Context: an optimization exercise on an open-source flow, tuned for small area. The choices shown serve that exercise and are no tape-out recipe.
Only simulation tests tie the RTL to the original design; equivalence was not proved.
Power and IR drop assume default switching activity.

==> flow/design.v (outline; a module is shown in full before it is edited, if it fits) <==
// module SemaforoDePrueba: 1503 lines
module SemaforoDePrueba(clk,rst,VSYNC, HSYNC, R, G, B,SensorA,SensorB,PasoA,PasoB);
  // ...
==> flow/flow/run.sh <==
#!/bin/bash
# Standard ORFS flow, with the combinational logic of the standard synthesis
# re-mapped for area by a stronger ABC script (registers are left untouched).
# Four ABC seeds run side by side; the smallest netlist that is proven equal
# to the standard one is laid out.
set -euo pipefail
HERE=$(pwd)
R=$HERE/orfs/results/$FLOW_PLATFORM/SemaforoDePrueba/base
LIBF=$FLOW_HOME/platforms/$FLOW_PLATFORM/lib/sky130_fd_sc_hd__tt_025C_1v80.lib
bash standard.sh synth > std_synth.log 2>&1
cp $R/1_2_yosys.v std_1_2_yosys.v
for S in 1 2 3 4; do
  sed "s/-S 1/-S $S/" flow/area.abc > area_$S.abc
  ( LIBF=$LIBF INV=$HERE/std_1_2_yosys.v ABCS=$HERE/area_$S.abc OUTV=$HERE/resynth_$S.v \
      yosys -c flow/resynth.tcl > resynth_$S.log 2>&1 || true ) &
done
wait
best=""; besta=""
for S in 1 2 3 4; do
  [[ -f resynth_$S.v ]] || continue
  if LIBF=$LIBF A=$HERE/std_1_2_yosys.v B=$HERE/resynth_$S.v yosys -c flow/eq.tcl > eq_$S.log 2>&1; then
    a=$(grep "Chip area" resynth_$S.log | tail -1 | awk '{print $NF}')
    echo "seed $S: area $a, proven equal" >> pick.log
    if [[ -z "$besta" ]] || awk "BEGIN{exit !($a < $besta)}"; then best=$S; besta=$a; fi
  else
    echo "seed $S: not proven equal" >> pick.log
  fi
done
if [[ -n "$best" ]]; then
  echo "using seed $best" >> pick.log
  cp resynth_$best.v $R/1_2_yosys.v
else
  echo "using the standard netlist" >> pick.log
fi
touch $R/1_2_yosys.v
BUFFER_PORTS_ARGS="-buffer_cell sky130_fd_sc_hd__buf_1" bash standard.sh finish > std_finish.log 2>&1
==> flow/flow/area.abc <==
strash
&get -n
&deepsyn -T 40 -S 1
&put
dch -f
amap
==> flow/flow/eq.tcl <==
yosys -import
set LIB $::env(LIBF)
read_liberty -ignore_miss_func $LIB
read_verilog -overwrite $::env(A)
yosys rename SemaforoDePrueba gold
read_verilog -overwrite $::env(B)
yosys rename SemaforoDePrueba gate
hierarchy -check
flatten gold gate
opt_clean
async2sync
yosys rename -hide w:_*
opt_clean -purge
equiv_make gold gate equiv
hierarchy -top equiv
equiv_simple -seq 2
equiv_induct
equiv_status -assert
==> flow/flow/resynth.tcl <==
yosys -import
set LIB $::env(LIBF)
read_liberty -ignore_miss_func $LIB
foreach c {dfrtp_1 dfrtp_2 dfrtp_4 dfstp_1 dfstp_2 dfstp_4 dfxtp_1 dfxtp_2 dfxtp_4 dfrbp_1 dfrbp_2 dfsbp_1 dfsbp_2 dfbbp_1 dfbbn_1 dfbbn_2 dfrtn_1 dfxbp_1 dfxbp_2 edfxtp_1 edfxbp_1 conb_1} {
  catch {blackbox sky130_fd_sc_hd__$c}
}
read_verilog -overwrite $::env(INV)
hierarchy -top SemaforoDePrueba
flatten
read_liberty -lib -overwrite -ignore_miss_func $LIB
opt_clean
techmap
opt_clean
abc -liberty $LIB -dont_use sky130_fd_sc_hd__probe_p_8 -dont_use sky130_fd_sc_hd__probec_p_8 -dont_use sky130_fd_sc_hd__lpflow_* -script $::env(ABCS)
opt_clean -purge
setundef -zero
hilomap -singleton -hicell sky130_fd_sc_hd__conb_1 HI -locell sky130_fd_sc_hd__conb_1 LO
insbuf -buf sky130_fd_sc_hd__buf_4 A X
opt_clean -purge
yosys rename -hide w:*:* w:*/*
stat -liberty $LIB
check -assert
write_verilog -noattr -nohex -nodec $::env(OUTV)
==> flow/standard.sh <==
#!/bin/bash
# synth_recipe.tcl (not shown) runs the flow's synth.tcl, then flattens the netlist and writes it again
# the make line also repeats each setting of config.mk as NAME=value (left out here)
make -C /OpenROAD-flow-scripts/flow DESIGN_CONFIG=/design/flow/config.mk WORK_HOME=/design/flow/orfs CLKGATE_MAP_FILE= SYNTH_SCRIPT=/design/flow/synth_recipe.tcl "${@:-finish}"
==> flow/config.mk <==
export PLATFORM = sky130hd
export DESIGN_NAME = SemaforoDePrueba
export DESIGN_NICKNAME = SemaforoDePrueba
export VERILOG_FILES = /design/flow/design.v
export SDC_FILE = /design/flow/constraint.sdc
export NUM_CORES = 4
export LEC_CHECK = 0
export CAP_MARGIN = 10
export CORE_MARGIN = 2
export CORE_UTILIZATION = 70
export CTS_BUF_LIST = sky130_fd_sc_hd__clkbuf_4 sky130_fd_sc_hd__clkbuf_8
export SLEW_MARGIN = 10
==> flow/constraint.sdc <==
create_clock -name core_clock -period 10.0 [get_ports {clk}]
set_input_delay 2.0000 -clock core_clock [delete_from_list [all_inputs] [get_ports {clk}]]
set_output_delay 2.0000 -clock core_clock [all_outputs]
set_load 0.01 [all_outputs]
==> impl_metrics.tcl, run 1 <==
set metrics [dict create \
    outcome "no timing/DRC/antenna violations" \
    crit_path_end "B" \
    dieArea_um2 4712 \
    hold_path_class "reg2reg" \
    wl_per_cell_um 16.67 \
    h-tree-depth 2 \
    worstPathRequired_ps 8000 \
    cts_hold_buf 0 \
    combinationalPowerShare_pct 1.1 \
    drive_above_1_share_pct 4.091 \
    r2r_start "H[1]" \
    multi_input_gates 317 \
    grt_pass1_vias 2972 \
    fill_cells 270 \
    grt.met3_usage_pct 7.305 \
    largest_reg_flops 15 \
    antenna_cells 0 \
    max_stage_delay_ps 510 \
    syn-num-nets 427 \
    grt_start_max_net_pins 31 \
    setup_ws_ps 4162 \
    critPathKind "reg2out" \
    layout.nonclk_buf_share_pct 1.429 \
    min_period_over_period_pct 58.38 \
    met2_length_um 3820 \
    holdPathEnd "cnt[9]" \
    grt_pass1_wl_um 13510 \
    power.density_nw_per_um2 104.7 \
    cts_tree "built" \
    wl_met1_um 3264 \
    port_buffers 10 \
    inverters 59 \
    clk_share_pct 3.771 \
    largest_register "cnt" \
    finalHoldViolCount 0 \
    setup_viol 0 \
    grt_util_met1_pct 47.69 \
    drt_iter0_drc 402 \
    cts.repair.resized 0 \
    cp.depth 17 \
    die_h_um 68.65 \
    hpwlAfterDp_um 6115 \
    clockRootBuffer "clkbuf_8" \
]
==> run 2: changes to the inputs <==
--- a/flow/design.v
+++ b/flow/design.v
@@ -21,17 +21,16 @@
     H <= hwrap ? 11'd0 : H + 11'd1;
     if (hline) Y <= ywrap ? 10'd0 : Y + 10'd1;
     if (hline) hs <= 1'b0; else if (hset) hs <= 1'b1;
     if (vclr) vs <= 1'b0; else if (vset) vs <= 1'b1;
   end
 assign HSYNC = hs;
 assign VSYNC = vs;
 localparam [14:0] T = 15'h77b9;
-localparam [14:0] T1 = 15'h7bdc;
 reg [1:0] p;
 reg F;
 reg [3:0] K;
 reg [14:0] cnt;
 reg digit;
 reg [3:0] Kn;
 wire isT = (cnt[14:8] == T[14:8]) && (cnt[6:0] == T[6:0]);   
 wire [14:0] nx = {cnt[13:0], ~(cnt[14] ^ cnt[13])};
@@ -53,25 +52,26 @@
     4'd9: begin digit = 1'b1; Kn = 4'd8; end    
     4'd15: Kn = 4'd14;
     4'd14: Kn = 4'd13;
     4'd13: Kn = 4'd12;
     4'd12: Kn = 4'd11;
     default: Kn = p[0] ? 4'd1 : 4'd9;
   endcase
 end
-always @(posedge clk)
-  cnt <= betw ? ((F & p[0]) ? T1 : T) : (isT ? 15'd0 : nx);
+always @(posedge clk) begin
+  cnt <= (isT | (K == 4'd12)) ? 15'd0 : nx;
+  if (betw) F <= p[0];
+end
 always @(posedge clk, posedge rst)
   if (rst) begin
-    p <= 2'b11; F <= 1'b1; K <= 4'd13;
+    p <= 2'b11; K <= 4'd14;
   end else begin
     if (~digit | isT) K <= Kn;
     if (betw) begin
-      F <= p[0];
       if (p[0]) p <= {~p[1], 1'b0};
       else p[0] <= ~ext;
     end
   end
 wire VA = ~betl & ~p[1] & ~p[0];
 wire AA = ~betl & ~p[1] & p[0];
 wire VB = ~betl & p[1] & ~p[0];
 wire AB = ~betl & p[1] & p[0];
==> flow/flow/run.sh (replaced) <==
#!/bin/bash
# Standard ORFS flow, with the combinational logic of the standard synthesis
# re-mapped for area by a stronger ABC script (registers are left untouched).
# Eight ABC seeds run, four at a time; the smallest netlist that is proven equal
# to the standard one is laid out.
set -euo pipefail
HERE=$(pwd)
R=$HERE/orfs/results/$FLOW_PLATFORM/SemaforoDePrueba/base
LIBF=$FLOW_HOME/platforms/$FLOW_PLATFORM/lib/sky130_fd_sc_hd__tt_025C_1v80.lib
bash standard.sh synth > std_synth.log 2>&1
cp $R/1_2_yosys.v std_1_2_yosys.v
for B in "1 2 3 4" "5 6 7 8"; do
  for S in $B; do
    sed "s/-S 1/-S $S/" flow/area.abc > area_$S.abc
    ( LIBF=$LIBF INV=$HERE/std_1_2_yosys.v ABCS=$HERE/area_$S.abc OUTV=$HERE/resynth_$S.v \
        yosys -c flow/resynth.tcl > resynth_$S.log 2>&1 || true ) &
  done
  wait
done
best=""; besta=""
for S in 1 2 3 4 5 6 7 8; do
  [[ -f resynth_$S.v ]] || continue
  if LIBF=$LIBF A=$HERE/std_1_2_yosys.v B=$HERE/resynth_$S.v yosys -c flow/eq.tcl > eq_$S.log 2>&1; then
    a=$(grep "Chip area" resynth_$S.log | tail -1 | awk '{print $NF}')
    echo "seed $S: area $a, proven equal" >> pick.log
    if [[ -z "$besta" ]] || awk "BEGIN{exit !($a < $besta)}"; then best=$S; besta=$a; fi
  else
    echo "seed $S: not proven equal" >> pick.log
  fi
done
if [[ -n "$best" ]]; then
  echo "using seed $best" >> pick.log
  cp resynth_$best.v $R/1_2_yosys.v
else
  echo "using the standard netlist" >> pick.log
fi
touch $R/1_2_yosys.v
BUFFER_PORTS_ARGS="-buffer_cell sky130_fd_sc_hd__buf_1" bash standard.sh finish > std_finish.log 2>&1
==> flow/config.mk (replaced) <==
export PLATFORM = sky130hd
export DESIGN_NAME = SemaforoDePrueba
export DESIGN_NICKNAME = SemaforoDePrueba
export VERILOG_FILES = /design/flow/design.v
export SDC_FILE = /design/flow/constraint.sdc
export NUM_CORES = 4
export LEC_CHECK = 0
export CAP_MARGIN = 20
export CORE_MARGIN = 2
export CORE_UTILIZATION = 70
export CTS_BUF_LIST = sky130_fd_sc_hd__clkbuf_8
export SLEW_MARGIN = 20
==> run 2 against run 1 <==
  * Clock power shrank 14%
  * Count of clock-buffer cells in the layout is 1 lower
  * Setup slack better by 350 ps
  * Design area grew 29%
  * Worst hold slack better by 1.6 ps
  * Clock skew increased by 1.1 ps
  * Via count is 21% higher
  * Maximum frequency up 6.4%
  * Area after synthesis increased by 37%
  * Register-to-register slack lost 260 ps
==> impl_metrics.tcl, run 2 <==
set metrics [dict create \
    holdPathStages 1 \
    crit_buf_inv 2 \
    postCtsSetupBuffers 0 \
    pre_cts_ws_ps 4930 \
    fill_cells 435 \
    final_area_um2 4056 \
    path_cells "inv_1 > ha_1 > nand2_1 > a32o_1 > or3_1 > a41oi_1 > a31oi_1 > a311o_1 > nand4_1 > buf_1" \
    synth_ff_type "dfrtp_1" \
    finalHoldViolCount 0 \
    clkTransAtPathRegs_ps 90 \
    worst_path_max_delay_cell "dfrtp_1" \
    syn-cell-area_um2 4014 \
    clkLatencyLatePin_ps 310 \
    setup.worst_path.start_class "flop" \
    reg.largest.list "cnt: 15 flops, H: 11 flops, Y: 10 flops" \
    wl_per_cell_um 18.40 \
    worst_pin_slew_ps 1030 \
    gr-total-overflow 0 \
    seq_area_frac_synth_pct 26.53 \
    drive_above_1_share_pct 6.200 \
    clockBufferDepth 2 \
    yosysTopAreaCell "dfrtp_1" \
    fin_crit_ps 5488 \
    cts_hold_buf 0 \
    avgViaCountPerCell 6.998 \
    grt_pass1_vias 3605 \
    outcome "no timing/DRC/antenna violations" \
    fin_nets 518 \
    cp_top_family "compound AO/OA/AOI/OAI gates" \
    seqPwrFrac_pct 58.6 \
    die_h_um 79.73 \
    die_width_um 79.73 \
    largest_reg_flops 15 \
    min_period_over_period_pct 54.88 \
    cp.depth 10 \
    port_buffers 10 \
    r2r_cells 5 \
    hpwlAfterDp_um 7489 \
    vias 4003 \
    cts_tree "built" \
    async_flop_share_pct 64.44 \
    clock_sinks 45 \
    first_pass_iters 6 \
    drcViolationCount 0 \
    grt_pass1_wl_um 17270 \
    finClkSkew_ps 8.935 \
    drv_slew 0 \
    h-tree-depth 2 \
    ys_warn_count 1 \
    syn-num-nets 543 \
    postRouteAntennaNets 0 \
    max_clock_freq_mhz 182.2 \
    rows 27 \
    synth_area_leaders "dfrtp_1 (14%), dfxtp_1 (7.5%), o21ai_0 (5.0%)" \
    syn_to_final_growth_pct 1.060 \
    crit_fanout 15 \
    grt_usage_pct 33.87 \
    leakagePower_nw 1.410 \
    gp_congestion 1.068 \
    pwr-share-clk_pct 40.2 \
    largest_register "cnt" \
    cts_made_buffers 5 \
    synth_common_cells "nand2_1 (40), nor2_1 (40), o21ai_0 (40), a21oi_1 (31), clkbuf_1 (25)" \
    end_kind "output pin" \
    rsz0062_at_grt "no" \
    worstPathRequired_ps 8000 \
    synth_top_area_share_pct 13.72 \
    grt_start_max_net_pins 38 \
    drt_iter0_drc 479 \
    irDropWorstVdd_v 0.00008723 \
    grt_antenna_before_repair 0 \
    combinationalPowerShare_pct 1.1 \
    core-area_um2 5507 \
    setup_viol 0 \
    io_pins 11 \
    power.density_nw_per_um2 76.35 \
    net-switching-power_mw 0.07446 \
    setup_ws_ps 4512 \
    placed_cell_area_um2 3959 \
    antenna_cells 0 \
    relSlewSlack_pct 31.32 \
    final_cell_mix "nand2_1 (40), o21ai_0 (40), nor2_1 (40)" \
    hold_path_class "reg2reg" \
    finalPower_mw 0.3097 \
    initial_core_util_pct 72.89 \
    maxCapViolations 0 \
    max_stage_delay_ps 630 \
    worstPathArrival_ps 3490 \
    wirelength_um 10520 \
    dieArea_um2 6356 \
    ys_seq_elements 45 \
    synth_edf_count 1 \
    swShare_pct 24.04 \
    timing.hold.ws_ps 448.7 \
    tns_ps 0 \
    synth.distinct_cells 83 \
    intPower_mw 0.2352 \
    cts.repair.resized 0 \
    clockRootBuffer "clkbuf_8" \
    critPathKind "reg2out" \
    postSynthAreaPerCell_um2 7.660 \
    synthCells 524 \
]
-- run 2: power by group through the flow --
stage	logic [mW]	registers, mW	clock network (mW)
finish	0.00353	0.182	0.125
floorplan	0.00193	0.185	0
CTS	0.00363	0.182	0.125
global route	0.00420	0.182	0.131
detailed placement	0.00363	0.185	0
global placement	0.00351	0.185	0
-- run 2: kinds of logic (layout without fill, tap and decap cells) --
kind of cell | after synthesis | in the layout | synth area share (%)
AND/OR/NAND/NOR | 221 | 221 | 30.55
XOR/XNOR | 10 | 10 | 2.182
AO/OA/AOI/OAI | 165 | 165 | 28.02
adder cells (fa/ha/maj) | 13 | 13 | 4.052
flip-flops | 45 | 45 | 26.53
buffers and inverters | 64 | 40 | 6.795
multiplexers | 6 | 6 | 1.870
-- run 2: routing by layer --
metal	share of wire, %	track usage, %
met4	4.6	17.93
met5	0	0
met2	43	50.84
met1	44	46.83
met3	8.0	5.090
-- run 2: path summary, 6_finish.rpt --
path | start | to | slack (ps)
max | H[2] | B | 4510
min | cnt[7] | cnt[8] | 450
max reg2reg | H[3] | Y[7] | 7010
min reg2reg | cnt[7] | cnt[8] | 450
max in group asynchronous | rst | hs | 7960
min in group asynchronous | rst | Y[9] | 1720
-- run 2: cell type report --
class                   instances  area (µm²)  area share [%]
clock inverters                 3       28.78          0.7094
multi-input cells             415        2676           65.98
clock buffers                   5       68.82           1.696
flip-flops and latches         45        1065           26.25
well taps                      72       90.09           2.221
repair buffers                 12       52.55           1.295
inverters                      20       75.07           1.851
-- run 2: metrics by stage --
stage | std cells | utilization [%]
floorplan | 524 | -
global placement | 564 | 71.89
detailed placement | 564 | 71.89
CTS | 572 | 73.67
global route | 572 | 73.67
finish | 572 | 73.67

## static timing again, ports no longer ideal
In the flow no input, the clock included, has a driving cell. The finished layouts below were timed again as built, in two steps.
Step 1, drivers: a clkbuf_16 drives clk and a buf_2 each remaining input, both assumed.
Step 2 moves the port delays by t, midway between the first and last clock arrival at a register: inputs arrive t later, outputs are due t later. That takes back most of the time a late clock gives input paths.
a / b / c = ideal ports / drivers / drivers and shift; a / b = the first two.
run | t, ns | setup slack, ns | latest minus earliest clock arrival (ns) | worst slew at a driven data input, ns
run 1 | 0.321 | 4.162 / 4.133 / 4.454 | 0.010 / 0.010 | 0.03
run 2 | 0.340 | 4.512 / 4.481 / 4.821 | 0.009 / 0.009 | 0.03
After both steps setup and hold are still met in every run listed.
